From an optimization exercise on the open Yosys and OpenROAD flow, aimed at small area; shortcuts taken in it are not production practice. Function was checked by simulation only, so behaviour that the tests miss may differ from the original. Power is estimated from default activity; no workload was simulated.

===== design/flow/config.mk =====
export PLATFORM = sky130hd
export DESIGN_NAME = ahb_usb
export DESIGN_NICKNAME = ahb_usb
export VERILOG_FILES = /design/flow/design.v
export SDC_FILE = /design/flow/constraint.sdc
export NUM_CORES = 4
export LEC_CHECK = 0
export CAP_MARGIN = 20
export CORE_MARGIN = 2
export CORE_UTILIZATION = 60
export CTS_BUF_LIST = sky130_fd_sc_hd__clkbuf_16
export CTS_CLUSTER_DIAMETER = 60
export CTS_CLUSTER_SIZE = 30
export SLEW_MARGIN = 20
export SYNTH_HIERARCHICAL = 1

===== design/flow/constraint.sdc =====
create_clock -name core_clock -period 10.0 [get_ports {clk}]
set_input_delay 2.0000 -clock core_clock [delete_from_list [all_inputs] [get_ports {clk}]]
set_output_delay 2.0000 -clock core_clock [all_outputs]
set_load 0.01 [all_outputs]

===== design/flow/design.v =====
`timescale 1ns / 10ps
module ahb_usb #(
) (
    input clk, n_rst,
    input logic hsel,
    input logic [3:0] haddr,
    input logic [2:0] hsize,
    input logic [1:0] htrans,
    input logic hwrite,
    input logic [2:0] hburst,
    input logic [31:0] hwdata,
    output logic hready,
    output logic [31:0] hrdata,
    output logic hresp,
    input logic dp_in,
    input logic dm_in,
    output logic dp_out,
    output logic dm_out,
    output logic d_mode
);
    logic [2:0] RX_packet, TX_packet;
    logic RX_data_ready, RX_transfer_active, RX_error;
    logic [6:0] buffer_occupancy;
    logic [7:0] RX_data, TX_data;
    logic clear_done, get_RX_data, store_TX_data, clear, TX_error, TX_transfer_active, packet_done;
    logic flush, store_RX_packet_data, get_TX_packet_data;
    logic [7:0] RX_packet_data, TX_packet_data;
    logic last_store_TX_data, last_store_RX_data;
    logic [6:0] waddr, raddr, hw;
    logic [63:0][7:0] mem, mem_d;
    logic clear_flag, any_store, wr, rd;
    logic [7:0] wval, nwval, rdata;
    assign clear_flag = clear | flush;
    assign clear_done = clear_flag;
    assign any_store = last_store_TX_data | last_store_RX_data;
    assign wr = (clear_flag | any_store) & ~waddr[6];
    assign wval = clear_flag ? 8'h00 : (last_store_RX_data ? RX_packet_data : TX_data);
    assign nwval = ~wval;
    logic eq_rw, at_hw;
    assign eq_rw = (raddr == waddr);
    assign at_hw = (waddr == hw);
    assign rd = ~eq_rw & (get_TX_packet_data | get_RX_data);
    always_ff @(posedge clk, negedge n_rst) begin
        if (~n_rst) begin
            last_store_TX_data <= 0;
            last_store_RX_data <= 0;
            waddr <= 0;
            raddr <= 0;
            hw <= 0;
        end else begin
            last_store_TX_data <= store_TX_data;
            last_store_RX_data <= store_RX_packet_data;
            if (clear_flag) waddr <= 0;
            else if (any_store & ~waddr[6]) waddr <= waddr + 1;
            if (clear_flag) raddr <= 0;
            else if (rd) raddr <= raddr + 1;
            if (wr && at_hw) hw <= hw + 1;
        end
    end
    logic [63:0] we;
    always_comb
        for (int i = 0; i < 64; i++) we[i] = wr & (waddr[5:0] == i[5:0]);
    logic [63:0] nwe;
    assign nwe = ~we;
    genvar gi, gb;
    generate
        for (gi = 0; gi < 64; gi++) begin : g_byte
            for (gb = 0; gb < 8; gb++) begin : g_bit
                logic hold_n;
                db_nand2 u_h (.a(mem[gi][gb]), .b(nwe[gi]), .y(hold_n));
                db_o21ai u_d (.a1(nwval[gb]), .a2(nwe[gi]), .b1(hold_n), .y(mem_d[gi][gb]));
            end
        end
    endgenerate
    always_ff @(posedge clk)
        mem <= mem_d;
    logic rvalid;
    logic [7:0] rs_lo, rs_hi;
    logic [63:0] rsel;
    assign rvalid = ~(eq_rw & at_hw);
    always_comb begin
        for (int i = 0; i < 8; i++) begin
            rs_lo[i] = (raddr[2:0] == i[2:0]);
            rs_hi[i] = (raddr[5:3] == i[2:0]) & rvalid;
        end
        for (int i = 0; i < 64; i++) rsel[i] = rs_lo[i % 8] & rs_hi[i / 8];
    end
    generate
        for (gb = 0; gb < 8; gb++) begin : g_rd
            logic [21:0] t_n;
            logic [5:0] u;
            logic [2:0] v_n;
            for (gi = 0; gi < 21; gi++) begin : g_t
                db_a222oi u_t (.a1(rsel[3*gi]), .a2(mem[3*gi][gb]),
                               .b1(rsel[3*gi+1]), .b2(mem[3*gi+1][gb]),
                               .c1(rsel[3*gi+2]), .c2(mem[3*gi+2][gb]), .y(t_n[gi]));
            end
            db_nand2 u_t21 (.a(rsel[63]), .b(mem[63][gb]), .y(t_n[21]));
            for (gi = 0; gi < 5; gi++) begin : g_u
                db_nand4 u_u (.a(t_n[4*gi]), .b(t_n[4*gi+1]), .c(t_n[4*gi+2]), .d(t_n[4*gi+3]), .y(u[gi]));
            end
            db_nand2 u_u5 (.a(t_n[20]), .b(t_n[21]), .y(u[5]));
            db_nor2 u_v0 (.a(u[0]), .b(u[1]), .y(v_n[0]));
            db_nor2 u_v1 (.a(u[2]), .b(u[3]), .y(v_n[1]));
            db_nor2 u_v2 (.a(u[4]), .b(u[5]), .y(v_n[2]));
            db_nand3 u_w (.a(v_n[0]), .b(v_n[1]), .c(v_n[2]), .y(rdata[gb]));
        end
    endgenerate
    assign RX_data = get_RX_data ? rdata : 8'h00;
    assign TX_packet_data = (~get_RX_data & get_TX_packet_data) ? rdata : 8'h00;
    assign buffer_occupancy = waddr - raddr;
    if (1) begin : g_ahb
    logic act;
    assign act = hsel & htrans[1];
    logic l_wr, l_t1;
    logic [3:0] l_addr;
    logic [1:0] l_sz;
    logic r_wr, r_t1;
    logic [3:0] r_addr;
    logic [1:0] hr_state, next_hr_state;
    logic [31:0] dbr;
    logic [7:0] tx_ctl, flush_ctl;
    logic tx_busy, tx_wait;
    logic [1:0] tx_n, tx_hs;
    localparam logic [1:0] RX_IDLE = 2'd0, RX_WRDY = 2'd1, RX_ADDR = 2'd2, RX_WADDR = 2'd3;
    logic [1:0] rx_st, rx_n, rx_hs;
    logic error, stall, raw, tx_ready, rx_ready, tx_cont, rx_cont, tx_stall;
    logic r_error, w_error;
    assign hresp = hr_state[1];
    assign raw = act & ~hwrite & r_wr & (r_addr == haddr);
    assign hready = ~hr_state[0] & ~raw;
    assign d_mode = TX_transfer_active;
    assign TX_packet = tx_ctl[2:0];
    assign clear = flush_ctl[0];
    assign tx_ready = act & hwrite & (haddr[3:2] == 2'b00);
    assign rx_ready = act & ~hwrite & (haddr[3:2] == 2'b00);
    assign tx_cont = ~tx_n[0] ? ((tx_hs == 2'd1) || (tx_hs == 2'd2)) : (~tx_n[1] & (tx_hs == 2'd2));
    assign rx_cont = ~rx_n[0] ? ((rx_hs == 2'd1) || (rx_hs == 2'd2)) : (~rx_n[1] & (rx_hs == 2'd2));
    assign tx_stall = tx_busy ? (~tx_wait | tx_cont) : tx_ready;
    always_comb begin
        case (rx_st)
            RX_IDLE: stall = rx_ready | tx_stall;
            RX_WADDR: stall = rx_cont;
            default: stall = 1'b1;
        endcase
    end
    always_comb begin
        case (hsize)
            3'd0: r_error = ~((haddr <= 4'h8) || (haddr == 4'hC) || (haddr == 4'hD));
            3'd1: r_error = ~((haddr == 4'h0) || (haddr == 4'h2) || (haddr == 4'h4) || (haddr == 4'h6) || (haddr == 4'h8) || (haddr == 4'hC) || (haddr == 4'hD));
            3'd2: r_error = ~((haddr == 4'h0) || (haddr == 4'h4) || (haddr == 4'h6) || (haddr == 4'h8) || (haddr == 4'hC) || (haddr == 4'hD));
            default: r_error = 1'b0;
        endcase
        case (hsize)
            3'd0: w_error = ~((haddr[3:2] == 2'b00) || (haddr == 4'hC) || (haddr == 4'hD));
            3'd1: w_error = ~((haddr == 4'h0) || (haddr == 4'h2) || (haddr == 4'hC) || (haddr == 4'hD));
            3'd2: w_error = ~((haddr == 4'h0) || (haddr == 4'hC) || (haddr == 4'hD));
            default: w_error = 1'b0;
        endcase
    end
    assign error = act & ~hresp & (hwrite ? w_error : r_error);
    always_comb begin
        if (hr_state == 2'b11) next_hr_state = 2'b10;
        else if (error) next_hr_state = 2'b11;
        else if (stall) next_hr_state = 2'b01;
        else next_hr_state = 2'b00;
    end
    logic we;
    logic [3:0] lane_we;
    logic tx_we, flush_we;
    assign we = hsel & r_t1 & l_wr;
    always_comb begin
        lane_we = 4'b0000;
        tx_we = 1'b0;
        flush_we = 1'b0;
        case (l_sz)
            2'd0: begin
                if (l_addr[3:2] == 2'b00) lane_we[l_addr[1:0]] = 1'b1;
                tx_we = (l_addr == 4'hC);
                flush_we = (l_addr == 4'hD);
            end
            2'd1: begin
                if (l_addr == 4'h0) lane_we = 4'b0011;
                if (l_addr == 4'h2) lane_we = 4'b1100;
                tx_we = (l_addr == 4'hC);
                flush_we = (l_addr == 4'hC) || (l_addr == 4'hD);
            end
            2'd2: begin
                if (l_addr == 4'h0) lane_we = 4'b1111;
                tx_we = (l_addr == 4'hC);
                flush_we = (l_addr == 4'hC) || (l_addr == 4'hD);
            end
            default: ;
        endcase
    end
    always_ff @(posedge clk, negedge n_rst) begin
        if (~n_rst) begin
            l_wr <= 0;
            l_t1 <= 0;
            l_addr <= 0;
            l_sz <= 0;
            r_wr <= 0;
            r_t1 <= 0;
            r_addr <= 0;
            hr_state <= 2'b00;
            dbr <= 0;
            tx_ctl <= 0;
            flush_ctl <= 0;
            tx_busy <= 0;
            tx_wait <= 0;
            tx_n <= 0;
            tx_hs <= 0;
            rx_st <= RX_IDLE;
            rx_n <= 0;
            rx_hs <= 0;
        end else begin
            if (hready) begin
                l_wr <= hwrite;
                l_t1 <= htrans[1];
                l_addr <= haddr;
                l_sz <= (hsize[2] | (hsize[1] & hsize[0])) ? 2'd3 : hsize[1:0];
            end
            r_wr <= hwrite;
            r_t1 <= htrans[1];
            r_addr <= haddr;
            hr_state <= next_hr_state;
            for (int k = 0; k < 4; k++) begin
                if (rx_st == RX_ADDR && rx_n == k[1:0]) dbr[8*k +: 8] <= RX_data;
                else if (we & lane_we[k]) dbr[8*k +: 8] <= hwdata[8*k +: 8];
            end
            if (packet_done) tx_ctl <= 0;
            else if (we & tx_we) tx_ctl <= hwdata[7:0];
            if (clear_done) flush_ctl <= 0;
            else if (we & flush_we) flush_ctl <= hwdata[15:8];
            if (!tx_busy) begin
                tx_hs <= hsize[1:0];
                tx_n <= haddr[1:0];
                tx_wait <= 1'b0;
                tx_busy <= tx_ready & ~hresp;
            end else if (!tx_wait) begin
                tx_wait <= 1'b1;
            end else begin
                tx_wait <= 1'b0;
                tx_n <= tx_n + 2'd1;
                tx_busy <= tx_cont;
            end
            case (rx_st)
                RX_IDLE: begin
                    rx_hs <= hsize[1:0];
                    if (rx_ready & ~hresp) rx_st <= RX_WRDY;
                end
                RX_WRDY: begin
                    rx_n <= l_addr[1:0];
                    if (RX_data_ready) rx_st <= (l_addr[3:2] == 2'b00) ? RX_ADDR : RX_IDLE;
                end
                RX_ADDR: rx_st <= RX_WADDR;
                default: begin
                    rx_n <= rx_n + 2'd1;
                    rx_st <= rx_cont ? RX_ADDR : RX_IDLE;
                end
            endcase
        end
    end
    assign store_TX_data = tx_busy & ~tx_wait;
    assign get_RX_data = (rx_st == RX_ADDR);
    assign TX_data = dbr[8*tx_n +: 8];
    logic [15:0] status_reg, error_reg;
    assign status_reg = {7'b0, TX_transfer_active, RX_transfer_active, 3'b0, RX_packet, RX_data_ready};
    assign error_reg = {7'b0, TX_error, 7'b0, RX_error};
    always_comb begin
        hrdata = 32'h0;
        if (hsel && l_t1 && ~hresp && ~l_wr) begin
            case (l_sz)
                2'd0: begin
                    case (l_addr)
                        4'h0: hrdata[7:0] = dbr[7:0];
                        4'h1: hrdata[15:8] = dbr[15:8];
                        4'h2: hrdata[23:16] = dbr[23:16];
                        4'h3: hrdata[31:24] = dbr[31:24];
                        4'h4: hrdata[7:0] = status_reg[7:0];
                        4'h5: hrdata[15:8] = status_reg[15:8];
                        4'h6: hrdata[23:16] = error_reg[7:0];
                        4'h7: hrdata[31:24] = error_reg[15:8];
                        4'h8: hrdata[7:0] = {1'b0, buffer_occupancy};
                        4'hC: hrdata[7:0] = tx_ctl;
                        4'hD: hrdata[15:8] = flush_ctl;
                        default: ;
                    endcase
                end
                2'd1: begin
                    case (l_addr)
                        4'h0: hrdata[15:0] = dbr[15:0];
                        4'h2: hrdata[31:16] = dbr[31:16];
                        4'h4: hrdata[15:0] = status_reg;
                        4'h6: hrdata[31:16] = error_reg;
                        4'h8: hrdata[7:0] = {1'b0, buffer_occupancy};
                        4'hC: hrdata[15:0] = {flush_ctl, tx_ctl};
                        4'hD: hrdata[15:8] = flush_ctl;
                        default: ;
                    endcase
                end
                2'd2: begin
                    case (l_addr)
                        4'h0: hrdata = dbr;
                        4'h4: hrdata[15:0] = status_reg;
                        4'h6: hrdata[31:16] = error_reg;
                        4'h8: hrdata[7:0] = {1'b0, buffer_occupancy};
                        4'hC: hrdata[15:0] = {flush_ctl, tx_ctl};
                        4'hD: hrdata[15:8] = flush_ctl;
                        default: ;
                    endcase
                end
                default: ;
            endcase
        end
    end
    end
    logic [7:0] encoded_TX_packet_data, pidbyte;
    logic c8bit_rollover_flag, tx_clk_div, tx_clear, counter_clear, bit_counter_en;
    logic en_clk_div_tx;
    always_comb begin
        case (TX_packet)
            1 : pidbyte = 8'b11010111;
            2 : pidbyte = 8'b00100111;
            3 : pidbyte = 8'b11001001;
            4 : pidbyte = 8'b00111001;
            5 : pidbyte = 8'b01000001;
            default: pidbyte = 8'h01;
        endcase
    end
    assign en_clk_div_tx = (TX_packet < 6) && (TX_packet != 0);
    assign TX_error = (TX_packet > 5);
    logic [3:0] tx_bitc;
    always_ff @(posedge clk, negedge n_rst) begin
        if (~n_rst) tx_bitc <= 0;
        else if (counter_clear) tx_bitc <= 0;
        else if (bit_counter_en) tx_bitc <= (tx_bitc == 4'd8) ? 4'd1 : tx_bitc + 4'd1;
    end
    assign c8bit_rollover_flag = (tx_bitc == 4'd8);
    logic [3:0] tx_c8;
    logic [1:0] tx_c3;
    logic tx_cnt_en, tx_c8f, tx_c3f;
    assign tx_c8f = (tx_c8 == 4'd8);
    assign tx_c3f = (tx_c3 == 2'd3);
    always_ff @(posedge clk, negedge n_rst) begin
        if (~n_rst) begin
            tx_c8 <= 0;
            tx_c3 <= 0;
            tx_cnt_en <= 0;
        end else begin
            if (tx_clear) tx_c8 <= 0;
            else if (tx_cnt_en) tx_c8 <= tx_c8f ? 4'd1 : tx_c8 + 4'd1;
            if (tx_clear) tx_c3 <= 0;
            else if (tx_c8f) tx_c3 <= tx_c3f ? 2'd1 : tx_c3 + 2'd1;
            tx_cnt_en <= en_clk_div_tx & (~tx_cnt_en | ~(tx_c8f & tx_c3f));
        end
    end
    assign tx_clk_div = ((tx_c8f & ~tx_c3f) | ~tx_cnt_en) & en_clk_div_tx & (tx_c8 != 4'd0);
    assign encoded_TX_packet_data[7] = TX_packet_data[7];
    always_comb
        for (int i = 6; i >= 0; i--)
            encoded_TX_packet_data[i] = TX_packet_data[i] ? encoded_TX_packet_data[i+1] : ~encoded_TX_packet_data[i+1];
    if (1) begin : g_txf
        logic  clk_div;
        assign clk_div = tx_clk_div;
        logic [2:0] tx_packet;
        assign tx_packet = TX_packet;
        logic  buff_empty;
        assign buff_empty = (buffer_occupancy == 7'd0);
        logic [7:0] encoded_tx_packet_data;
        assign encoded_tx_packet_data = encoded_TX_packet_data;
        logic  get_tx_packet_data;
        assign get_TX_packet_data = get_tx_packet_data;
        logic  tx_transfer_active;
        assign TX_transfer_active = tx_transfer_active;
        logic  clear;
        assign tx_clear = clear;
        logic  DP_OUT;
        assign dp_out = DP_OUT;
        logic  DM_OUT;
        assign dm_out = DM_OUT;
    logic [7:0] syncbyte, crcbyte1, crcbyte2, parallel_in;
    logic shift_enable, load_enable;
    logic serial_out;
    logic serial_out_dp, serial_out_sr;
    assign syncbyte = 8'b01010100;
    assign crcbyte1 = 8'b00010001;
    assign crcbyte2 = 8'b00100010;
        localparam logic [4:0] IDLE = 5'd0;
    localparam logic [4:0] LoadSYNC = 5'd1;
    localparam logic [4:0] ShiftSYNC = 5'd2;
    localparam logic [4:0] SYNCWait = 5'd3;
    localparam logic [4:0] LoadPID = 5'd4;
    localparam logic [4:0] PIDWait = 5'd5;
    localparam logic [4:0] ShiftPID = 5'd6;
    localparam logic [4:0] LoadCRC1 = 5'd7;
    localparam logic [4:0] CRC1Wait = 5'd8;
    localparam logic [4:0] ShiftCRC1 = 5'd9;
    localparam logic [4:0] LoadCRC2 = 5'd10;
    localparam logic [4:0] CRC2Wait = 5'd11;
    localparam logic [4:0] ShiftCRC2 = 5'd12;
    localparam logic [4:0] LoadDATA = 5'd13;
    localparam logic [4:0] DATAWait = 5'd14;
    localparam logic [4:0] ShiftDATA = 5'd15;
    localparam logic [4:0] LoadEOP = 5'd16;
    localparam logic [4:0] ShiftEOP = 5'd17;
    localparam logic [4:0] EOPWait = 5'd18;
    localparam logic [4:0] PacketDone = 5'd19;
    logic [4:0] state, n_state;
    always_ff @( posedge clk, negedge n_rst ) begin
        if (n_rst == 0) begin
            state <= IDLE;
        end
        else begin
            state <= n_state;
        end
    end
    always_comb begin : Transition
        case (state)
            IDLE : begin
                if ((tx_packet > 0) && (tx_packet < 6)) begin
                    n_state = LoadSYNC;
                end
                else begin
                    n_state = IDLE;
                end
            end
            LoadSYNC : begin
                n_state = SYNCWait;
            end
            ShiftSYNC : begin
                n_state = SYNCWait;
            end
            SYNCWait : begin
                if ((clk_div == 1) && (c8bit_rollover_flag != 1)) begin
                    n_state = ShiftSYNC;
                end
                else if (((clk_div == 1) && (c8bit_rollover_flag == 1))) begin
                    n_state = LoadPID;
                end
                else begin
                    n_state = SYNCWait;
                end
            end
            LoadPID : begin
                n_state = PIDWait;
            end
            ShiftPID : begin
                    n_state = PIDWait;
            end
            PIDWait : begin
                if ((clk_div == 1) && (c8bit_rollover_flag != 1)) begin
                    n_state = ShiftPID;
                end
                else if ((clk_div == 1) && (c8bit_rollover_flag == 1) && ((tx_packet == 1) || (tx_packet == 2)) ) begin
                    n_state = LoadDATA;
                end
                else if ((clk_div == 1) && (c8bit_rollover_flag == 1))begin
                    n_state = LoadCRC1;
                end
                else begin
                    n_state = PIDWait;
                end
            end
            LoadDATA : begin
                n_state = DATAWait;
            end
            ShiftDATA : begin
                n_state = DATAWait;
            end
            DATAWait : begin
                if ((clk_div == 1) && (c8bit_rollover_flag != 1)) begin
                    n_state = ShiftDATA;
                end
                else if ((clk_div == 1) && (c8bit_rollover_flag == 1) && (!buff_empty)) begin
                    n_state = LoadDATA;
                end
                else if ((clk_div == 1) && (c8bit_rollover_flag == 1) && (buff_empty))begin
                    n_state = LoadCRC1;
                end
                else begin
                    n_state = DATAWait;
                end
            end
            LoadCRC1 : begin
                n_state = CRC1Wait;
            end
            ShiftCRC1 : begin
                n_state = CRC1Wait;
            end
            CRC1Wait : begin
                if ((clk_div == 1) && (c8bit_rollover_flag != 1)) begin
                    n_state = ShiftCRC1;
                end
                else if ((clk_div == 1) && (c8bit_rollover_flag == 1)) begin
                    n_state = LoadCRC2;
                end
                else begin
                    n_state = CRC1Wait;
                end
            end
            LoadCRC2 : begin
                n_state = CRC2Wait;
            end
            ShiftCRC2 : begin
                n_state = CRC2Wait;
            end
            CRC2Wait : begin
                if ((clk_div == 1) && (c8bit_rollover_flag != 1)) begin
                    n_state = ShiftCRC2;
                end
                else if ((clk_div == 1) && (c8bit_rollover_flag == 1)) begin
                    n_state = LoadEOP;
                end
                else begin
                    n_state = CRC2Wait;
                end
            end
            LoadEOP : begin
                if (clk_div == 1) begin
                    n_state = ShiftEOP;
                end
                else begin
                    n_state = state;
                end
            end
            ShiftEOP : n_state = EOPWait;
            EOPWait : begin
                if (clk_div == 1) begin
                    n_state = PacketDone;
                end
                else begin
                    n_state = state;
                end
            end
            PacketDone : n_state = IDLE;
            default: n_state = IDLE;
        endcase
    end
    always_comb begin : Output
        parallel_in = '0;
        serial_out_dp = 0;
        case (state)
            IDLE : begin
                clear = 0;
                counter_clear = 1;
                tx_transfer_active = 0;
                packet_done = 0;
                shift_enable = 0;
                load_enable = 1;
                bit_counter_en = 0;
                parallel_in = 8'h80;
                get_tx_packet_data = 0;
            end
            LoadSYNC : begin
                clear = 0;
                counter_clear = 0;
                tx_transfer_active = 1;
                packet_done = 0;
                shift_enable = 1;
                load_enable = 1;
                bit_counter_en = 0;
                parallel_in = syncbyte;  
                get_tx_packet_data = 0;
            end
            ShiftSYNC : begin
                clear = 0;
                counter_clear = 0;
                tx_transfer_active = 1;
                packet_done = 0;
                shift_enable = 1;
                load_enable = 0;
                bit_counter_en = 1;
                get_tx_packet_data = 0;
            end
            SYNCWait : begin
                clear = 0;
                counter_clear = 0;
                tx_transfer_active = 1;
                packet_done = 0;
                shift_enable = 0;
                load_enable = 0;
                bit_counter_en = 0;
                get_tx_packet_data = 0;
            end
            LoadPID : begin
                clear = 0;
                counter_clear = 1;
                tx_transfer_active = 1;
                packet_done = 0;
                shift_enable = 1;
                load_enable = 1;
                bit_counter_en = 0;
                parallel_in = pidbyte;
                get_tx_packet_data = 0;
            end
            PIDWait : begin
                clear = 0;
                counter_clear = 0;
                tx_transfer_active = 1;
                packet_done = 0;
                shift_enable = 0;
                load_enable = 0;
                bit_counter_en = 0;
                get_tx_packet_data = 0;
            end
            ShiftPID : begin
                clear = 0;
                counter_clear = 0;
                tx_transfer_active = 1;
                packet_done = 0;
                shift_enable = 1;
                load_enable = 0;
                bit_counter_en = 1;
                get_tx_packet_data = 0;
            end
            LoadDATA : begin
                clear = 0;
                counter_clear = 1;
                tx_transfer_active = 1;
                packet_done = 0;
                shift_enable = 1;
                load_enable = 1;
                bit_counter_en = 0;
                parallel_in = encoded_tx_packet_data;
                get_tx_packet_data = 1;
            end
            DATAWait : begin
                clear = 0;
                counter_clear = 0;
                tx_transfer_active = 1;
                packet_done = 0;
                shift_enable = 0;
                load_enable = 0;
                bit_counter_en = 0;
                get_tx_packet_data = 0;
            end
            ShiftDATA : begin
                clear = 0;
                counter_clear = 0;
                tx_transfer_active = 1;
                packet_done = 0;
                shift_enable = 1;
                load_enable = 0;
                bit_counter_en = 1;
                get_tx_packet_data = 0;
            end
            LoadCRC1 : begin
                clear = 0;
                counter_clear = 1;
                tx_transfer_active = 1;
                packet_done = 0;
                shift_enable = 1;
                load_enable = 1;
                bit_counter_en = 0;
                parallel_in = crcbyte1;
                get_tx_packet_data = 0;
            end
            CRC1Wait : begin
                clear = 0;
                counter_clear = 0;
                tx_transfer_active = 1;
                packet_done = 0;
                shift_enable = 0;
                load_enable = 0;
                bit_counter_en = 0;
                get_tx_packet_data = 0;
            end
            ShiftCRC1 : begin
                clear = 0;
                counter_clear = 0;
                tx_transfer_active = 1;
                packet_done = 0;
                shift_enable = 1;
                load_enable = 0;
                bit_counter_en = 1;
                get_tx_packet_data = 0;
            end
            LoadCRC2 : begin
                clear = 0;
                counter_clear = 1;
                tx_transfer_active = 1;
                packet_done = 0;
                shift_enable = 1;
                load_enable = 1;
                bit_counter_en = 1;
                parallel_in = crcbyte2;
                get_tx_packet_data = 0;
            end
            CRC2Wait : begin
                clear = 0;
                counter_clear = 0;
                tx_transfer_active = 1;
                packet_done = 0;
                shift_enable = 0;
                load_enable = 0;
                bit_counter_en = 0;
                get_tx_packet_data = 0;
            end
            ShiftCRC2 : begin
                clear = 0;
                counter_clear = 0;
                tx_transfer_active = 1;
                packet_done = 0;
                shift_enable = 1;
                load_enable = 0;
                bit_counter_en = 1;
                get_tx_packet_data = 0;
            end
            LoadEOP : begin
                clear = 0;
                counter_clear = 1;
                tx_transfer_active = 1;
                packet_done = 0;
                shift_enable = 1;
                load_enable = 1;
                bit_counter_en = 0;
                get_tx_packet_data = 0;
            end
            ShiftEOP : begin
                clear = 0;
                counter_clear = 0;
                tx_transfer_active = 1;
                packet_done = 0;
                shift_enable = 1;
                load_enable = 0;
                bit_counter_en = 1;
                get_tx_packet_data = 0;
            end
            EOPWait : begin
                clear = 0;
                counter_clear = 0;
                tx_transfer_active = 1;
                packet_done = 0;
                shift_enable = 0;
                load_enable = 0;
                bit_counter_en = 0;
                get_tx_packet_data = 0;
            end
            PacketDone : begin
                clear = 1;
                counter_clear = 1;
                tx_transfer_active = 0;
                packet_done = 1;
                shift_enable = 0;
                load_enable = 1;
                bit_counter_en = 0;
                get_tx_packet_data = 0;
                parallel_in = 8'h80;
                serial_out_dp = 1;
            end
            default: begin
                clear = 1;
                counter_clear = 1;
                tx_transfer_active = 0;
                packet_done = 0;
                shift_enable = 0;
                load_enable = 1;
                bit_counter_en = 0;
                get_tx_packet_data = 0;
            end
        endcase
    end
    logic [7:0] sr;
    always_ff @( posedge clk, negedge n_rst ) begin
        if (!n_rst)
            sr <= 8'hFF;
        else if (load_enable)
            sr <= parallel_in;
        else if (shift_enable)
            sr <= {sr[6:0], 1'b0};
    end
    assign serial_out_sr = sr[7];
    assign serial_out = serial_out_sr || serial_out_dp;
    assign DP_OUT = serial_out;
    always_comb begin
        if ((state == LoadEOP) || (state == ShiftEOP) || (state == EOPWait)) begin
            DM_OUT = 0;
        end
        else begin
            DM_OUT = ~serial_out;
        end
    end
    end
    logic dp_s1, dp_s, dm_s1, dm_s;
    always_ff @(posedge clk, negedge n_rst) begin
        if (~n_rst) begin
            dp_s1 <= 1'b1;
            dp_s <= 1'b1;
            dm_s1 <= 1'b0;
            dm_s <= 1'b0;
        end else begin
            dp_s1 <= dp_in;
            dp_s <= dp_s1;
            dm_s1 <= dm_in;
            dm_s <= dm_s1;
        end
    end
    logic rx_clk_div, d_edge, d_orig, eop, eop_error;
    logic rx_clear, en_clk_div_rx, shift_in, clear_clk, store_packet, shift_enable, count_en;
    logic NRZI_en, clear_4clk, clk_4_en, addr_check, addr_right, addr_wrong;
    logic rollover_flag_3, byte_strobe, readjust, clear_diff_count;
    logic [7:0] packet_data;
    logic [1:0] eop_count;
    logic prev_dp, prev_dm, se0p;
    assign se0p = ~prev_dp & ~prev_dm;
    always_ff @(posedge clk, negedge n_rst) begin
        if (~n_rst) begin
            eop_count <= 0;
            prev_dm <= 0;
            prev_dp <= 1;
        end else if (rx_clear) begin
            eop_count <= 0;
        end else if (rx_clk_div) begin
            eop_count <= se0p ? eop_count + 2'd1 : 2'd0;
            prev_dm <= dm_s;
            prev_dp <= dp_s;
        end
    end
    assign eop = (eop_count == 2'd2) & ~se0p;
    assign eop_error = ((eop_count == 2'd1) & ~se0p) | ((eop_count == 2'd2) & se0p);
    logic [3:0] rx_c8;
    logic [1:0] rx_c3;
    logic rx_cnt_en, rx_c8f, rx_c3f, en_cd_rx;
    assign rx_c8f = (rx_c8 == 4'd8);
    assign rx_c3f = (rx_c3 == 2'd3);
    assign en_cd_rx = en_clk_div_rx & ~readjust;
    always_ff @(posedge clk, negedge n_rst) begin
        if (~n_rst) begin
            rx_c8 <= 0;
            rx_c3 <= 0;
            rx_cnt_en <= 0;
        end else begin
            if (clear_clk) rx_c8 <= 0;
            else if (rx_cnt_en) rx_c8 <= rx_c8f ? 4'd1 : rx_c8 + 4'd1;
            if (clear_clk) rx_c3 <= 0;
            else if (rx_c8f) rx_c3 <= rx_c3f ? 2'd1 : rx_c3 + 2'd1;
            rx_cnt_en <= en_cd_rx & (~rx_cnt_en | ~(rx_c8f & rx_c3f));
        end
    end
    assign rx_clk_div = ((rx_c8f & ~rx_c3f) | ~rx_cnt_en) & en_cd_rx & (rx_c8 != 4'd0) & ~clear_diff_count;
    logic dp_prev;
    always_ff @(posedge clk, negedge n_rst) begin
        if (~n_rst) dp_prev <= 1'b1;
        else if (NRZI_en) dp_prev <= dp_s;
    end
    assign d_orig = ~(dp_s ^ dp_prev);
    assign d_edge = dp_s ^ dp_prev;
    always_ff @(posedge clk, negedge n_rst) begin
        if (~n_rst) packet_data <= 8'hFF;
        else if (shift_enable) packet_data <= {d_orig, packet_data[7:1]};
    end
    logic [15:0] data_register;
    logic [3:0] next_pid;
    logic [2:0] rx_packet_r;
    assign next_pid = shift_in ? packet_data[3:0] : data_register[11:8];
    always_ff @(posedge clk, negedge n_rst) begin
        if (~n_rst) begin
            data_register <= 16'b0;
            rx_packet_r <= 3'b0;
        end else begin
            if (shift_in) data_register <= {packet_data, data_register[15:8]};
            if (store_packet) begin
                case (next_pid)
                    4'b0001: rx_packet_r <= 3'b001;  
                    4'b1001: rx_packet_r <= 3'b010;  
                    4'b0010: rx_packet_r <= 3'b011;  
                    4'b0011: rx_packet_r <= 3'b100;  
                    4'b1011: rx_packet_r <= 3'b101;  
                    default: rx_packet_r <= 3'b000;
                endcase
            end
        end
    end
    assign RX_packet = rx_packet_r;
    assign RX_packet_data = data_register[7:0];
    assign addr_right = addr_check & (data_register[10:0] == 11'b10111010101);
    assign addr_wrong = addr_check & (data_register[10:0] != 11'b10111010101);
    logic [3:0] byte_cnt;
    logic [1:0] four_cnt;
    logic [5:0] div_cnt;
    always_ff @(posedge clk, negedge n_rst) begin
        if (~n_rst) begin
            byte_cnt <= 0;
            four_cnt <= 0;
            div_cnt <= 0;
            clear_diff_count <= 0;
        end else begin
            if (rx_clear) byte_cnt <= 0;
            else if (count_en) byte_cnt <= byte_strobe ? 4'd1 : byte_cnt + 4'd1;
            if (clear_4clk) four_cnt <= 0;
            else if (clk_4_en) four_cnt <= rollover_flag_3 ? 2'd1 : four_cnt + 2'd1;
            if (clear_diff_count) div_cnt <= 0;
            else if (rx_clk_div) div_cnt <= readjust ? 6'd1 : div_cnt + 6'd1;
            clear_diff_count <= readjust;
        end
    end
    assign byte_strobe = (byte_cnt == 4'd8);
    assign rollover_flag_3 = (four_cnt == 2'd2);
    assign readjust = (div_cnt == 6'd45);
    if (1) begin : g_rxc
        logic  clk_div;
        assign clk_div = rx_clk_div;
        logic  buffer_full;
        assign buffer_full = (buffer_occupancy == 7'd64);
        logic  rx_error;
        assign RX_error = rx_error;
        logic  rx_dr;
        assign RX_data_ready = rx_dr;
        logic  rx_busy;
        assign RX_transfer_active = rx_busy;
        logic  store_rx_data;
        assign store_RX_packet_data = store_rx_data;
        logic  en_clk_div;
        assign en_clk_div_rx = en_clk_div;
        logic  clear;
        assign rx_clear = clear;
        logic  shift_en;
        assign shift_enable = shift_en;
localparam logic crc_right = 1'b1, crc_wrong = 1'b0, bitstuff_error = 1'b0;
logic store_data, crc_check, send_packet, EOP_en;
    localparam logic [5:0] IDLE = 6'd0;
    localparam logic [5:0] START = 6'd1;
    localparam logic [5:0] SAMPLE = 6'd2;
    localparam logic [5:0] SYNC_WAIT = 6'd3;
    localparam logic [5:0] SYNC = 6'd4;
    localparam logic [5:0] PID_WAIT = 6'd5;
    localparam logic [5:0] PID = 6'd6;
    localparam logic [5:0] FLUSH = 6'd7;
    localparam logic [5:0] FLUSH_WAIT = 6'd8;
    localparam logic [5:0] START_SHIFT = 6'd9;
    localparam logic [5:0] DATA_WAIT = 6'd10;
    localparam logic [5:0] DATA_WAIT2 = 6'd11;
    localparam logic [5:0] DATA_SHIFT = 6'd12;
    localparam logic [5:0] STORE_DATA = 6'd13;
    localparam logic [5:0] DATA_CRC = 6'd14;
    localparam logic [5:0] CRC_WAIT = 6'd15;
    localparam logic [5:0] DATA_EOP = 6'd16;
    localparam logic [5:0] DATA_IDLE = 6'd17;
    localparam logic [5:0] DATA_ERROR = 6'd18;
    localparam logic [5:0] TOKEN_SHIFT = 6'd19;
    localparam logic [5:0] TOKEN_WAIT1 = 6'd20;
    localparam logic [5:0] TOKEN_WAIT2 = 6'd21;
    localparam logic [5:0] TOKEN_WAIT3 = 6'd22;
    localparam logic [5:0] TOKEN_DATA1 = 6'd23;
    localparam logic [5:0] TOKEN_DATA2 = 6'd24;
    localparam logic [5:0] TOKEN_ADDR_WAIT = 6'd25;
    localparam logic [5:0] TOKEN_ADDR = 6'd26;
    localparam logic [5:0] TOKEN_CRC = 6'd27;
    localparam logic [5:0] TOKEN_CRC_WAIT = 6'd28;
    localparam logic [5:0] TOKEN_EOP = 6'd29;
    localparam logic [5:0] ACK_SHIFT = 6'd30;
    localparam logic [5:0] ACK_WAIT = 6'd31;
    localparam logic [5:0] ACK_SEND = 6'd32;
    localparam logic [5:0] EIDLE = 6'd33;
    localparam logic [5:0] EOP_CHECK = 6'd34;
    logic [5:0] state, next_state;
always_ff @(posedge clk, negedge n_rst) begin
    if(~n_rst) begin
        state <= IDLE;
    end
    else begin
        state <= next_state;
    end
end
always_comb begin
    next_state = state;
    case(state)
    IDLE: next_state = eop ? EIDLE : d_edge ? START : IDLE ; 
    START: next_state = eop ? EIDLE : rollover_flag_3 ? SAMPLE : START;
    SAMPLE: next_state = eop? EIDLE : SYNC_WAIT;
    SYNC_WAIT: next_state = eop ? EIDLE : byte_strobe ? SYNC : SYNC_WAIT ; 
    SYNC: next_state = eop ? EIDLE: (packet_data == 8'h80) ? PID_WAIT : EIDLE ;
    PID_WAIT: next_state = eop  ? EIDLE : byte_strobe? PID : PID_WAIT;
    PID: begin
        if(eop)
            next_state = EIDLE;
        case(packet_data)
        8'b11100001, 8'b01101001: next_state = TOKEN_SHIFT;  
        8'b11000011, 8'b01001011: next_state = FLUSH;  
        8'b11010010: next_state = ACK_SHIFT;  
        default: next_state = EIDLE;
        endcase
    end
    FLUSH: next_state = (eop ||bitstuff_error) ? EIDLE : FLUSH_WAIT; 
    FLUSH_WAIT: next_state = (eop ||bitstuff_error) ? EIDLE : byte_strobe ? START_SHIFT : FLUSH_WAIT;
    START_SHIFT: next_state = (eop || bitstuff_error) ? EIDLE : byte_strobe ? DATA_WAIT : START_SHIFT;
    DATA_WAIT: next_state = (eop_error ||bitstuff_error) ? EIDLE : eop ? DATA_CRC : byte_strobe ? DATA_SHIFT : DATA_WAIT;
    DATA_SHIFT: next_state = (eop_error || bitstuff_error || buffer_full) ? DATA_ERROR : eop ? DATA_CRC : DATA_WAIT2;
    DATA_WAIT2: next_state = (eop_error || bitstuff_error) ? DATA_ERROR : eop ? DATA_CRC : byte_strobe ? STORE_DATA : DATA_WAIT2;
    STORE_DATA: next_state = (eop_error || bitstuff_error || buffer_full) ? DATA_ERROR : eop ? DATA_CRC : DATA_SHIFT;
    DATA_ERROR: next_state = EIDLE;
    DATA_CRC: next_state = eop_error ? DATA_ERROR : CRC_WAIT;
    CRC_WAIT: next_state = crc_wrong ? EIDLE : crc_right ? DATA_EOP : CRC_WAIT; 
    DATA_EOP: next_state = DATA_IDLE; 
    DATA_IDLE : next_state = d_edge ? START : DATA_IDLE;
    TOKEN_SHIFT: next_state =  (eop || bitstuff_error) ? EIDLE : TOKEN_WAIT1;
    TOKEN_WAIT1:next_state = (eop || bitstuff_error) ? EIDLE : byte_strobe ? TOKEN_DATA1 : TOKEN_WAIT1;
    TOKEN_DATA1: next_state = (eop|| bitstuff_error) ? EIDLE : TOKEN_WAIT2;
    TOKEN_WAIT2: next_state = (eop || bitstuff_error) ? EIDLE : byte_strobe ? TOKEN_DATA2 : TOKEN_WAIT2;
    TOKEN_DATA2: next_state = (eop || bitstuff_error) ? EIDLE : TOKEN_WAIT3;
    TOKEN_WAIT3: next_state = (eop_error || bitstuff_error || addr_wrong) ? EIDLE : eop ? TOKEN_ADDR_WAIT : TOKEN_WAIT3;
    TOKEN_ADDR_WAIT: next_state = (eop_error) ? EIDLE : TOKEN_ADDR;
    TOKEN_ADDR: next_state = (eop_error || addr_wrong) ? EIDLE : addr_right ?  TOKEN_CRC : TOKEN_ADDR;
    TOKEN_CRC: next_state = TOKEN_CRC_WAIT;
    TOKEN_CRC_WAIT: next_state = (crc_wrong || eop_error || bitstuff_error) ? EIDLE : crc_right ? TOKEN_EOP : TOKEN_CRC_WAIT;
    TOKEN_EOP: next_state = IDLE;
    ACK_SHIFT: next_state = (eop_error ||bitstuff_error) ? EIDLE: ACK_WAIT;
    ACK_WAIT: next_state = (eop_error ||bitstuff_error) ? EIDLE: eop? ACK_SEND : ACK_WAIT;
    ACK_SEND: next_state = EOP_CHECK;
    EOP_CHECK: next_state = eop_error ? EIDLE : eop? EOP_CHECK : IDLE;
    EIDLE: next_state = d_edge ? START : EIDLE;
    default: next_state = IDLE;
    endcase
end
always_comb begin
    flush = 0;
    rx_error = 0; 
    rx_dr = 0;
    rx_busy = 1;
    store_rx_data = 0;
    store_data = 0;
    crc_check = 0;
    send_packet = 0;
    shift_in = 0;
    clear = 0;
    en_clk_div = 1;
    store_packet = 0;
    addr_check = 0;
    shift_en = ((clk_div == 1) || (rollover_flag_3 == 1 ));
    NRZI_en = ((clk_div == 1)) || (rollover_flag_3 == 1);
    count_en = ((clk_div == 1)) || (rollover_flag_3 == 1);
    EOP_en = clk_div;
    clear_clk = 0;
    clk_4_en = 0;
    clear_4clk = 0;
    case(state)
    IDLE: begin
        en_clk_div = 0;
        rx_busy = 0;
        clear = 1;
        clear_4clk = 1;
        send_packet = 1;
        shift_en = 0;
        count_en = 0;
        clear_clk = 1;
    end
    START: begin
        en_clk_div = 0;
        clk_4_en = 1;
    end
    SAMPLE: begin
        en_clk_div = 1;
        clear_4clk = 1;
    end
    SYNC_WAIT: begin
        en_clk_div = 1;
    end
    SYNC: begin
        en_clk_div = 1;
        clear = 1;    
    end
    PID_WAIT: begin
        en_clk_div = 1; 
    end
    PID: begin  
        en_clk_div = 1;
        clear = 1;
    end
    FLUSH: begin
        flush = 1;
        shift_in  = 1;
        en_clk_div = 1;        
    end
    FLUSH_WAIT: begin
        flush = 0;
        shift_in = 0;
        store_packet = 1;
    end
    START_SHIFT: begin
        en_clk_div = 1;
        shift_in = 1;
        store_data = 0;
        clear = 1;
    end
    DATA_WAIT: begin 
        en_clk_div = 1;
        shift_in = 0;
    end
    DATA_SHIFT: begin
        en_clk_div = 1;
        store_data = 0;
        shift_in = 1;
        clear = 1;
    end
    DATA_WAIT2: begin 
        en_clk_div = 1;
        shift_in = 0;
    end
    STORE_DATA: begin
        en_clk_div = 1;
        store_data = 1;
        shift_in  = 0;
        store_rx_data = 1;
        clear = 1;
    end
    DATA_ERROR: begin
        rx_error = 1;
        flush = 1;  
        clear = 1;
    end
    DATA_CRC: begin
        en_clk_div = 1;
        store_data = 0;
        crc_check = 1;
        shift_in = 0;
        store_data = 0; 
    end
    CRC_WAIT: begin
        en_clk_div = 1;
        crc_check = 0;
    end
    DATA_EOP: begin
        en_clk_div = 1;
        rx_dr = 1;  
        clear = 1;
    end
    DATA_IDLE: begin
        rx_dr = 1;
        rx_busy = 0;
        clear = 1;
        send_packet = 1;
        clear_clk = 1;
        clear_4clk = 1;
        en_clk_div = 0;
    end
    TOKEN_SHIFT:begin
        en_clk_div = 1;
        shift_in = 1;
        store_packet  = 1;
        clear = 1;
    end
    TOKEN_WAIT1:begin
        en_clk_div = 1;
        shift_in = 0;
    end
    TOKEN_DATA1: begin
        en_clk_div = 1;
        shift_in= 1;
        clear = 1;
    end
    TOKEN_WAIT2:begin
        en_clk_div = 1;
        shift_in = 0;
    end
    TOKEN_DATA2: begin
        en_clk_div = 1;
        shift_in= 1;
        clear = 1;
    end
    TOKEN_WAIT3:begin
        en_clk_div = 1;
        shift_in = 0;
    end
    TOKEN_ADDR_WAIT: begin
        en_clk_div = 1;
        addr_check = 1;
    end
    TOKEN_ADDR: begin
        en_clk_div = 1;
        addr_check = 1;
    end
    TOKEN_CRC: begin
        en_clk_div = 1;
        crc_check = 1;
    end
    TOKEN_CRC_WAIT: begin 
        en_clk_div = 1;
        crc_check = 0;
    end
    TOKEN_EOP: begin
        send_packet = 1;
        clear = 1;
    end
    ACK_SHIFT: begin
        shift_in = 1; 
    end
    ACK_WAIT: begin
        store_packet = 1;
    end
    ACK_SEND: begin
        send_packet = 1;
    end
    EOP_CHECK: begin
        clear = 1;
    end
    EIDLE: begin
        rx_error = 1;
        rx_busy = 0;  
        clear = 1;
        clear_clk = 1;
        clear_4clk = 1;
        en_clk_div = 0;
    end
    endcase
end
    end
endmodule
module db_nor2 (input logic a, b, output logic y);
    assign y = ~(a | b);
endmodule
module db_nand2 (input logic a, b, output logic y);
    assign y = ~(a & b);
endmodule
module db_nand3 (input logic a, b, c, output logic y);
    assign y = ~(a & b & c);
endmodule
module db_nand4 (input logic a, b, c, d, output logic y);
    assign y = ~(a & b & c & d);
endmodule
module db_o21ai (input logic a1, a2, b1, output logic y);
    assign y = ~((a1 | a2) & b1);
endmodule
module db_a222oi (input logic a1, a2, b1, b2, c1, c2, output logic y);
    assign y = ~((a1 & a2) | (b1 & b2) | (c1 & c2));
endmodule

===== design/flow/run.sh =====
#!/bin/bash
# synth_recipe.tcl (not shown) runs the flow's synth.tcl, then flattens the netlist and writes it again
# the make line also repeats each setting of config.mk as NAME=value (left out here)
make -C /OpenROAD-flow-scripts/flow DESIGN_CONFIG=/design/flow/config.mk WORK_HOME=/design/flow/orfs CLKGATE_MAP_FILE= SYNTH_SCRIPT=/design/flow/synth_recipe.tcl finish

==> impl_metrics.tcl, run 1 <==
set metrics [dict create \
    status "no timing/DRC/antenna violations" \
    die_h_um 228 \
    power_switching_w 0.00392 \
    p_per_area_nw_per_um2 278 \
    grt_usage 0.333 \
    grt_first_pass_wirelength_mm 139 \
    fmax_mhz 151 \
    required_ps 8000 \
    path_clk_slew_ps 80 \
    syn_to_final_growth_pct 10.0 \
    cp.arrival_ps 4620 \
    fin_ws_ps 3380 \
    layout-drive-gt1-share 0.0599 \
    nets 3539 \
    clockPowerShare 0.222 \
    place_congestion 0.965 \
    maxSlewHeadroom 0.192 \
    synth_top_area_cell "dfxtp_1" \
    vias 26329 \
    maxCapViolations 0 \
    ant_nets 0 \
    synth_area_sq_um 30100 \
    cts_tree "done" \
    fp.coreArea_sq_um 49900 \
    grt_max_degree 104 \
    fillers 4154 \
    yosys.cell_types.count 95 \
    cp-end-kind "output port" \
    cts_made_buffers 44 \
    clk-insertion-delay-late_ps 610 \
    setup_tns_ps 0 \
    vias_per_cell 6.36 \
    cts-root-buf "clkbuf_16" \
    h-tree-depth 2 \
    pre_cts_ws_ps 3450 \
    antenna_found_initial 0 \
    final_cell_mix "nand2_1, o21ai_1, dfxtp_1" \
    io_pins 87 \
    hpwl_mm 59.6 \
    synthCells 3374 \
    post-route-drc-count 0 \
    p_seq_frac 0.404 \
    ctsHoldBuffers 0 \
    synthTopCellsByArea "dfxtp_1, dfrtp_1, nand2_1, o21ai_1, a222oi_1" \
    tightestPinTransition_ps 1200 \
    worstSetupStartpointType "primary input" \
    period_needed_ps 6620 \
    path_class "primary input to output port" \
    cts.path.max_buffers 3 \
    first_iter_violations 3701 \
    p_sw_frac 0.426 \
    utilization 0.664 \
    synth_nets 3475 \
    place_inst 4064 \
    die_x_um 228 \
    power_frac_comb 0.374 \
    ys_seq_area_frac 0.494 \
    diodes 0 \
    skew_ps 34.1 \
    rows 82 \
    synth_seq_cells 696 \
    clkSinkCount 696 \
    overflow 0 \
    yosys_warnings 7 \
    setup_viol 0 \
    finalHoldViolations 0 \
    final_common_cell "nand2_1" \
    wirelength_mm 88.5 \
    min_path_type "flop to flop" \
    drv_slew 0 \
    synth_edf_count 0 \
    cts_setup_buffers 0 \
    ys.flop_type "dfxtp_1" \
    synth_top_area_share 0.341 \
    drtPass1Iterations 9 \
    die_area_sq_um 52000 \
    rsz0062_at_grt "no" \
    synthArstFlopShare 0.264 \
    internal-power_w 0.00528 \
    fin_cells 4142 \
    synth.avg_cell_area_sq_um 8.92 \
    avgRoutedWirePerCell_um 21.4 \
    io_buffers 82 \
    p_leak_nw 12.5 \
    vdd_drop_max_mv 0.326 \
    cts_resized 0 \
    finalCritPeriodShare 0.662 \
    critPathMaxFanout 12 \
    grt_pass1_vias 24482 \
    start_util 0.604 \
]
## critical path, stage by stage
cell and delay (ps):
clkdlybuf4s50_1 470, nor2b_1 250, nand3_1 510, nor2_1 230
nand2_1 230, a211oi_1 320, clkdlybuf4s50_1 600
## sequential cells by signal, indices dropped and copies added (netlist names), 5 cells and up
signal / count
mem: 512
g_ahb.dbr: 32
data_register: 16
g_ahb.flush_ctl: 8
g_ahb.tx_ctl: 8
g_txf.sr: 8
packet_data: 8
hw: 7
raddr: 7
waddr: 7
div_cnt: 6
g_rxc.state: 6
g_txf.state: 5
## per-stage QoR
| step | hold slack, ps | instance area, sq um | total power, W |
|---|---|---|---|
| 3_3_place_gp | 338 | 31500 | 0.00698 |
| 2_1_floorplan | 331 | 30100 | 0.00590 |
| 5_1_grt | 359 | 33100 | 0.00965 |
| 4_1_cts | 361 | 33100 | 0.00914 |
| 6_report | 355 | 33100 | 0.00919 |
| 3_5_place_dp | 354 | 31500 | 0.00710 |
## per-layer routing
metal,global-route usage,part of all wire,up-vias
met2,0.519,0.44,1263
met1,0.463,0.43,12419
met3,0.0434,0.079,219
li1,-,-,12428
met4,0.153,0.050,0
met5,0,0,-
## kinds of logic (layout without fill, tap and decap cells)
family,after synthesis,after routing,synth area share
simple gates,1308,1308,0.189
compound gates,1003,1003,0.211
flops,696,696,0.494
buf+inv,143,239,0.0210
mux,121,121,0.0469
fa+ha+maj,53,53,0.0221
xor+xnor,50,50,0.0157
## modules after synthesis, one instance, submodules excluded
module	area [sq um]	cells inside
db_a222oi	10.0	1
db_nand2	3.75	1
ahb_usb	23500	2094
db_nor2	3.75	1
db_o21ai	5.00	1
db_nand3	5.00	1
db_nand4	6.26	1
## layout make-up
class,instances,area (sq um),share of cell area
clock buffers,46,1150,0.0348
clock inverters,32,427,0.0129
inverters,58,218,0.00657
multi-input cells,2535,14600,0.441
flip-flops and latches,696,14900,0.449
well taps,672,841,0.0254
repair buffers,103,986,0.0298
## power by group through the flow
stage               combinational [W]  clock (W)  sequential (W)
finish                        0.00344    0.00204         0.00371
global route                  0.00371    0.00217         0.00377
CTS                           0.00337    0.00207         0.00370
detailed placement            0.00334          0         0.00376
global placement              0.00325          0         0.00373
floorplan                     0.00238          0         0.00352
## final timing paths
| check | start | endpoint | slack (ps) | cells past startpoint |
|---|---|---|---|---|
| hold / removal | dp_s1 | dp_s | 360 | 0 |
| max in group asynchronous | n_rst | g_ahb.tx_ctl[0] | 7190 | 2 |
| setup / recovery | hsel | hrdata[2] | 3380 | 7 |
| hold reg to reg | dp_s1 | dp_s | 360 | 0 |
| min in group asynchronous | n_rst | div_cnt[2] | 1510 | 1 |
| setup reg to reg | raddr[2] | g_txf.sr[2] | 3900 | 19 |
## cell usage after synthesis (10+ instances only)
master	count
nor2_1	278
nand3_1	42
nor2b_1	23
a211oi_1	12
xnor2_1	28
nand4_1	50
buf_2	21
ha_1	50
nand2b_1	20
a22oi_1	22
nor3_1	27
mux2_2	37
nor4_1	13
o21ai_0	91
dfrtp_1	164
and3_1	27
buf_4	10
nand2_1	736
o21ai_1	516
xor2_1	19
dfxtp_1	512
mux4_2	10
mux2i_1	67
clkbuf_1	45
dfstp_2	20
a31oi_1	13
a222oi_1	168
a21oi_1	93
inv_1	58
and2_1	28
nand3b_1	10
==> run 2, diff against run 1 <==
==> design/flow/flow/run.sh (new file) <==
#!/bin/bash
# Standard ORFS layout (the standard.sh, standard synthesis unchanged) with
# two layout-only knobs:
#  - buffer the ports with the smallest buffer
#  - clock tree from clkbuf_16 with larger sink clusters and no dummy loads
set -euo pipefail
export BUFFER_PORTS_ARGS="-buffer_cell sky130_fd_sc_hd__buf_1"
export CTS_ARGS="-sink_clustering_enable -repair_clock_nets -sink_clustering_size 30 -sink_clustering_max_diameter 60 -buf_list sky130_fd_sc_hd__clkbuf_16 -dont_use_dummy_load"
bash standard.sh > standard.log 2>&1
==> design/flow/standard.sh (new file) <==
#!/bin/bash
# synth_recipe.tcl (not shown) runs the flow's synth.tcl, then flattens the netlist and writes it again
# the make line also repeats each setting of config.mk as NAME=value (left out here)
make -C /OpenROAD-flow-scripts/flow DESIGN_CONFIG=/design/flow/config.mk WORK_HOME=/design/flow/orfs CLKGATE_MAP_FILE= SYNTH_SCRIPT=/design/flow/synth_recipe.tcl "${@:-finish}"
removed: design/flow/run.sh
==> run 2 against run 1 <==
- die area did not move
- flip-flop and latch count did not move
- critical path depth rose by 5
- via count rose by 0.39%
- clock skew rose by 56 ps
- non-clock buffer count fell by 1
==> impl_metrics.tcl, run 2 <==
set metrics [dict create \
    place_inst 4062 \
    final_common_cell "nand2_1" \
    status "no timing/DRC/antenna violations" \
    layout-drive-gt1-share 0.0512 \
    antenna_found_initial 1 \
    overflow 0 \
    post-route-drc-count 0 \
    dr.max_layer_used "met4" \
    fp.coreArea_sq_um 49900 \
    synthTopCellsByArea "dfxtp_1, dfrtp_1, nand2_1, o21ai_1, a222oi_1" \
    synth.avg_cell_area_sq_um 8.92 \
    diodes 0 \
    dr_wl_met3_mm 7.52 \
    cp_slowest_cell "xor2_1" \
    die_area_sq_um 52000 \
    path_class "flop to output port" \
    synth_nets 3475 \
    avgRoutedWirePerCell_um 21.7 \
    maxCapViolations 0 \
    synth_seq_cells 696 \
    grt_max_degree 185 \
    wirelength_mm 89.1 \
    m1WireLength_mm 37.4 \
    cts-root-buf "clkbuf_16" \
    cts_tree "done" \
    vias 26432 \
    critical_path.endpoint "hrdata[6]" \
    h-tree-depth 2 \
    min_path_type "flop to flop" \
    reg_top3 "mem (512), g_ahb.dbr (32), data_register (16)" \
    rows 82 \
    drv_slew 0 \
    finalHoldViolations 0 \
    maxSlewHeadroom 0.207 \
    vdd_drop_max_mv 0.432 \
    met2_length_mm 39.7 \
    grt_usage 0.334 \
    cp_cell_sequence "inv_1, ha_1, inv_1, fa_1, a21o_1, a21oi_1, o21bai_1, a21oi_1, xor2_1, nand2_1, a221oi_1, buf_1" \
    fin_cells 4107 \
    setup_viol 0 \
    ys.flop_type "dfxtp_1" \
    synth_area_sq_um 30100 \
    synth_top_area_share 0.341 \
    r2r_cells 19 \
    cts_setup_buffers 0 \
    clkSinkCount 696 \
    period_needed_ps 6320 \
    rsz0062_at_grt "no" \
    path_clk_slew_ps 90 \
    critPathMaxFanout 6 \
    ctsHoldBuffers 0 \
    cp-end-kind "output port" \
    die_h_um 228 \
    yosys.cell_types.count 95 \
    ys_seq_area_frac 0.494 \
    clk-insertion-delay-late_ps 620 \
    synth_most_common_cell "nand2_1" \
    cts.path.max_buffers 3 \
    r2r-end "g_txf.sr[0]" \
    cp.arrival_ps 4320 \
    hpwl_mm 59.7 \
    yosys_warnings 7 \
    syn_to_final_growth_pct 6.81 \
    finalCritPeriodShare 0.632 \
    critPathLaunch "waddr[0]" \
    place_congestion 0.971 \
    p_per_area_nw_per_um2 274 \
    cts_resized 0 \
    required_ps 8000 \
    start_util 0.604 \
    fmax_mhz 158 \
    tightestPinTransition_ps 1190 \
    drtPass1Iterations 9 \
    nets 3538 \
    cts_made_buffers 44 \
    synthArstFlopShare 0.264 \
    first_iter_violations 3511 \
    r2r_start "raddr[2]" \
    synthCells 3374 \
    final_cell_mix "nand2_1, o21ai_1, dfxtp_1" \
    synth_edf_count 0 \
    die_x_um 228 \
    max_stage_delay_ps 940 \
    worstSetupStartpointType "flop" \
    grt_first_pass_wirelength_mm 139 \
    yosys-top-cells-count "nand2_1, o21ai_1, dfxtp_1" \
    largest_register_ff_count 512 \
    ff2ff_setup_slack_ps 3820 \
    p_leak_nw 12.0 \
    io_pins 87 \
    finalPower_w 0.00881 \
    ant_nets 0 \
    io_buffers 82 \
    setup_tns_ps 0 \
    skew_ps 90.3 \
    vias_per_cell 6.44 \
    whs_ps 359 \
    grt_pass1_vias 24396 \
    regMostFlops "mem" \
    synth_top_area_cell "dfxtp_1" \
]
-- run 2: cell counts after synthesis --
No cell type changed its count.
-- run 2: power by group --
group,switching [W],leakage [nW],internal (W)
Sequential,0.000504,6.42,0.00323
Combinational,0.00233,5.07,0.00106
Clock,0.000898,0.542,0.000781
Total,0.00374,12.0,0.00507
-- run 2: per-layer routing --
| metal | track usage | vias up |
|---|---|---|
| met1 | 0.464 | 12587 |
| met2 | 0.522 | 1229 |
| met5 | 0 | - |
| met4 | 0.151 | 0 |
| li1 | - | 12380 |
| met3 | 0.0464 | 236 |
-- run 2: cells by family (layout without fill, tap and decap cells) --
group / after synthesis / in the layout / synth area share
AOI/OAI and AO/OA: 1003 / 1003 / 0.211
buffers and inverters: 143 / 204 / 0.0210
DFF: 696 / 696 / 0.494
adders and majority gates: 53 / 53 / 0.0221
and+or+nand+nor: 1308 / 1308 / 0.189
muxes: 121 / 121 / 0.0469
xor gates and xnor gates: 50 / 50 / 0.0157
-- run 2: metrics by stage --
| step | cell area, sq um | util | worst slack [ps] |
|---|---|---|---|
| 3_5_place_dp | 31000 | 0.622 | 4030 |
| 4_1_cts | 32100 | 0.644 | 3840 |
| 5_1_grt | 32100 | 0.645 | 3560 |
| 2_1_floorplan | 30100 | - | 4940 |
| 3_3_place_gp | 31000 | 0.622 | 4120 |
| 6_report | 32100 | 0.645 | 3680 |
-- run 2: Yosys stat by module, one instance, submodules excluded, excerpt --
| module | times used | cell area, sq um | cells | flip-flops and latches |
|---|---|---|---|---|
| db_nor2 | 24 | 3.75 | 1 | 0 |
| db_nand2 | 528 | 3.75 | 1 | 0 |
| ahb_usb | 1 | 23500 | 2094 | 696 |
| db_a222oi | 168 | 10.0 | 1 | 0 |
| db_o21ai | 512 | 5.00 | 1 | 0 |
| db_nand3 | 8 | 5.00 | 1 | 0 |
-- run 2: worst min path at each step --
stage,cells past startpoint,end,slack (ps),start
2_1_floorplan,0,dm_s,330,dm_s1
3_3_place_gp,0,dm_s,340,dm_s1
3_5_place_dp,0,dp_s,350,dp_s1
4_1_cts,0,dp_s,360,dp_s1
5_1_grt,0,dp_s,360,dp_s1
6_report,0,dp_s,360,dp_s1
-- run 2: critical path: cells and delay by family (launching register included) --
| kind | cells | cell delay (ps) |
|---|---|---|
| XOR/XNOR | 1 | 940 |
| AO/OA/AOI/OAI | 5 | 1120 |
| flip-flops | 1 | 470 |
| buffers and inverters | 3 | 470 |
| adder cells (fa/ha/maj) | 2 | 600 |
| AND/OR/NAND/NOR | 1 | 150 |
-- run 2: final cells by class --
type / instances / area (sq um)
inverter: 58 / 218
clock buffer: 44 / 1100
multi-input combinational: 2535 / 14600
tap: 672 / 841
timing repair buffer: 102 / 494
sequential: 696 / 14900
fill: 4194 / 17700
==> run 3, diff against run 2 <==
--- a/design/flow/design.v
+++ b/design/flow/design.v
@@ -26,12 +26,14 @@
     logic flush, store_RX_packet_data, get_TX_packet_data;
     logic [7:0] RX_packet_data, TX_packet_data;
     logic last_store_TX_data, last_store_RX_data;
+    logic tx_in_wait;
     logic [6:0] waddr, raddr, hw;
     logic [63:0][7:0] mem, mem_d;
     logic clear_flag, any_store, wr, rd;
     logic [7:0] wval, nwval, rdata;
     assign clear_flag = clear | flush;
     assign clear_done = clear_flag;
+    assign last_store_TX_data = tx_in_wait;
     assign any_store = last_store_TX_data | last_store_RX_data;
     assign wr = (clear_flag | any_store) & ~waddr[6];
     assign wval = clear_flag ? 8'h00 : (last_store_RX_data ? RX_packet_data : TX_data);
@@ -42,13 +44,11 @@
     assign rd = ~eq_rw & (get_TX_packet_data | get_RX_data);
     always_ff @(posedge clk, negedge n_rst) begin
         if (~n_rst) begin
-            last_store_TX_data <= 0;
             last_store_RX_data <= 0;
             waddr <= 0;
             raddr <= 0;
             hw <= 0;
         end else begin
-            last_store_TX_data <= store_TX_data;
             last_store_RX_data <= store_RX_packet_data;
             if (clear_flag) waddr <= 0;
             else if (any_store & ~waddr[6]) waddr <= waddr + 1;
@@ -262,6 +262,7 @@
         end
     end
     assign store_TX_data = tx_busy & ~tx_wait;
+    assign tx_in_wait = tx_busy & tx_wait;
     assign get_RX_data = (rx_st == RX_ADDR);
     assign TX_data = dbr[8*tx_n +: 8];
     logic [15:0] status_reg, error_reg;
@@ -366,7 +367,7 @@
         logic [2:0] tx_packet;
         assign tx_packet = TX_packet;
         logic  buff_empty;
-        assign buff_empty = (buffer_occupancy == 7'd0);
+        assign buff_empty = eq_rw;
         logic [7:0] encoded_tx_packet_data;
         assign encoded_tx_packet_data = encoded_TX_packet_data;
         logic  get_tx_packet_data;
@@ -902,7 +903,7 @@
         logic  clk_div;
         assign clk_div = rx_clk_div;
         logic  buffer_full;
-        assign buffer_full = (buffer_occupancy == 7'd64);
+        assign buffer_full = waddr[6] & (raddr == 7'd0);
         logic  rx_error;
         assign RX_error = rx_error;
         logic  rx_dr;
==> design/flow/flow/run.sh (replaced) <==
#!/bin/bash
# Standard ORFS layout (the standard.sh, standard synthesis unchanged) with
# two layout-only knobs:
#  - buffer the ports with the smallest buffer
#  - clock tree from clkbuf_16 with larger sink clusters and no dummy loads
set -euo pipefail
export BUFFER_PORTS_ARGS="-buffer_cell sky130_fd_sc_hd__buf_1"
export CTS_ARGS="-sink_clustering_enable -repair_clock_nets -sink_clustering_size 40 -sink_clustering_max_diameter 45 -buf_list sky130_fd_sc_hd__clkbuf_16 -dont_use_dummy_load"
bash standard.sh > standard.log 2>&1
==> design/flow/config.mk (replaced) <==
export PLATFORM = sky130hd
export DESIGN_NAME = ahb_usb
export DESIGN_NICKNAME = ahb_usb
export VERILOG_FILES = /design/flow/design.v
export SDC_FILE = /design/flow/constraint.sdc
export NUM_CORES = 4
export LEC_CHECK = 0
export CAP_MARGIN = 20
export CORE_MARGIN = 2
export CORE_UTILIZATION = 70
export SLEW_MARGIN = 20
export SYNTH_HIERARCHICAL = 1
==> run 3 against run 2 <==
- clock power up 26%
- sequential power fell by 5.6%
- non-clock buffer count grew 3
- flip-flop and latch count did not move
- cell count down 4.0%
- largest power group unchanged
- combinational power fell by 16%
- largest cell class unchanged
- total power is 3.4% lower
- die area shrank 16%
- still clean on timing, DRC and antenna
- worst setup slack improved by 9.0 ps
- register-to-register slack lost 130 ps
- clock-buffer cell count is 22 higher
- area after synthesis decreased by 1.8%
==> impl_metrics.tcl, run 3 <==
set metrics [dict create \
    skew_ps 69.9 \
    nets 3505 \
    place_congestion 0.983 \
    clk-insertion-delay-late_ps 610 \
    die_x_um 210 \
    grt_max_degree 185 \
    fmax_mhz 159 \
    grt_first_pass_wirelength_mm 134 \
    yosys_warnings 7 \
    overflow 0 \
    hpwl_mm 57.1 \
    tightestPinTransition_ps 1140 \
    min_from "dm_s1" \
    cts.path.max_buffers 3 \
    whs_ps 345 \
    min_path_cells 0 \
    min_path_type "flop to flop" \
    final_common_cell "nand2_1" \
    avgRoutedWirePerCell_um 21.8 \
    synth_edf_count 0 \
    syn_to_final_growth_pct 8.57 \
    cts_tree "done" \
    ys.flop_type "dfxtp_1" \
    path_class "flop to flop" \
    setup_viol 0 \
    grt_usage 0.385 \
    r2r-end "g_txf.sr[0]" \
    synth_seq_cells 696 \
    synth_area_sq_um 29600 \
    post-route-drc-count 0 \
    required_ps 10430 \
    max_stage_delay_ps 590 \
    cp.arrival_ps 6740 \
    first_iter_violations 4072 \
    cts_setup_buffers 0 \
    finalCritPeriodShare 0.631 \
    cp-end-kind "flop" \
    place_inst 3876 \
    min_to "dm_s" \
    antenna_found_initial 0 \
    utilization 0.767 \
    cts_made_buffers 66 \
    cp_slowest_cell "xnor3_1" \
    cp_common_cell "nor2_1" \
    start_util 0.706 \
    synth_nets 3418 \
    grt_pass1_vias 24646 \
    largest_register_ff_count 512 \
    regMostFlops "mem" \
    final_cell_mix "nand2_1, o21ai_1, dfxtp_1" \
    diodes 0 \
    cts-root-buf "clkbuf_16" \
    ctsHoldBuffers 0 \
    drtPass1Iterations 9 \
    die_h_um 210 \
    status "no timing/DRC/antenna violations" \
    finalHoldViolations 0 \
    vias 26755 \
    vdd_drop_max_mv 0.387 \
    r2r_cells 18 \
    period_needed_ps 6310 \
    multi_input_area_sq_um 14200 \
    die_area_sq_um 43900 \
    pre_cts_ws_ps 4100 \
    reg_top3 "mem (512), g_ahb.dbr (32), data_register (16)" \
    io_buffers 82 \
    synth_top_area_cell "dfxtp_1" \
    layout-drive-gt1-share 0.0547 \
    fillers 2995 \
    rsz0062_at_grt "no" \
    fp.coreArea_sq_um 41900 \
]
==> run 3: changes by cell type in the layout (fill, tap and decap cells not counted), sizes merged, moves of 8 or more <==
cell and change:
nor2 -24, clkbuf +22, and3 -15, nand2b +12, o22ai +12, nand2 -8, o22a -8
==> run 3: cells by family (layout without fill, tap and decap cells) <==
logic type / after synthesis / count (layout) / share of synthesized area
and+or+nand+nor: 1259 / 1259 / 0.183
adders and majority gates: 50 / 50 / 0.0214
muxes: 113 / 113 / 0.0442
buffers and inverters: 139 / 224 / 0.0182
xor gates and xnor gates: 48 / 48 / 0.0152
AOI/OAI and AO/OA: 1013 / 1013 / 0.215
DFF: 696 / 696 / 0.503
==> run 3: worst max path at each step <==
stage | from | end | slack, ps | depth (start not counted)
6_report | raddr[2] | g_txf.sr[0] | 3690 | 18
5_1_grt | raddr[2] | g_txf.sr[0] | 3460 | 18
4_1_cts | raddr[2] | g_txf.sr[0] | 3960 | 19
3_5_place_dp | raddr[2] | g_txf.sr[0] | 4100 | 19
3_3_place_gp | raddr[2] | g_txf.sr[0] | 4210 | 19
2_1_floorplan | hsel | hrdata[8] | 4970 | 4
==> run 3: stage by stage <==
step / total power (W) / instance area, sq um
3_3_place_gp: 0.00621 / 30400
3_5_place_dp: 0.00632 / 30400
5_1_grt: 0.00885 / 32100
4_1_cts: 0.00841 / 32100
2_1_floorplan: 0.00529 / 29600
6_report: 0.00850 / 32100
==> run 3: cell type report <==
class / count / share of cell area
timing repair buffer: 105 / 0.0155
clock buffer: 66 / 0.0515
tap: 539 / 0.0210
sequential: 696 / 0.464
multi-input combinational: 2483 / 0.442
inverter: 53 / 0.00620
==> run 3: per-layer routing <==
layer	track usage	wire [um]
met5	0.0100	57
met2	0.589	38100
met4	0.225	5290
met1	0.519	33500
met3	0.0664	9010
==> run 3: report_power, final <==
part           internal (W)  switching, W  leakage (nW)
clock               0.00116      0.000956         0.813
combinational      0.000820       0.00205          4.69
sequential          0.00312      0.000402          6.43
total               0.00510       0.00341          11.9
==> run 3: modules after synthesis, one instance, submodules excluded <==
module	area (sq um)	flops+latches	cells inside
db_o21ai	5.00	0	1
db_nor2	3.75	0	1
db_nand3	5.00	0	1
db_nand4	6.26	0	1
db_nand2	3.75	0	1
db_a222oi	10.0	0	1
ahb_usb	23000	696	2038
==> run 3: critical path, delay by kind of cell (launching register included) <==
family | cells | cell delay, ps
buffers and inverters | 1 | 150
XOR/XNOR | 4 | 1170
AO/OA/AOI/OAI | 3 | 1000
adder cells (fa/ha/maj) | 1 | 360
AND/OR/NAND/NOR | 9 | 2970
flip-flops | 1 | 470

## afterwards: timing with drivers on the ports
No port has a modelled driver above. Below, the same layouts with a new extraction and two added sets of constraints. Step 1 assumes that a clkbuf_16 drives the clock port and a buf_2 every other input. Step 2 times the ports against the registers' clock, not the clock port: input delays grow and output delays shrink by t, the midpoint of the rising clock arrivals with the driver on. a / b / c = no drivers / after step 1 / after step 2; a / b = the first two.
run	t (ns)	setup WS [ns]	worst setup path at the end
run 1	0.661	3.381 / 3.349 / 3.349	input to output
run 2	0.643	3.684 / 3.620 / 3.823	register to register
run 3	0.632	3.693 / 3.693 / 3.693	register to register
After both steps setup and hold are still met in every run listed. The setup slack of run 1, which loses most, moves by -0.032 ns with the drivers and by -0.032 ns with both steps.
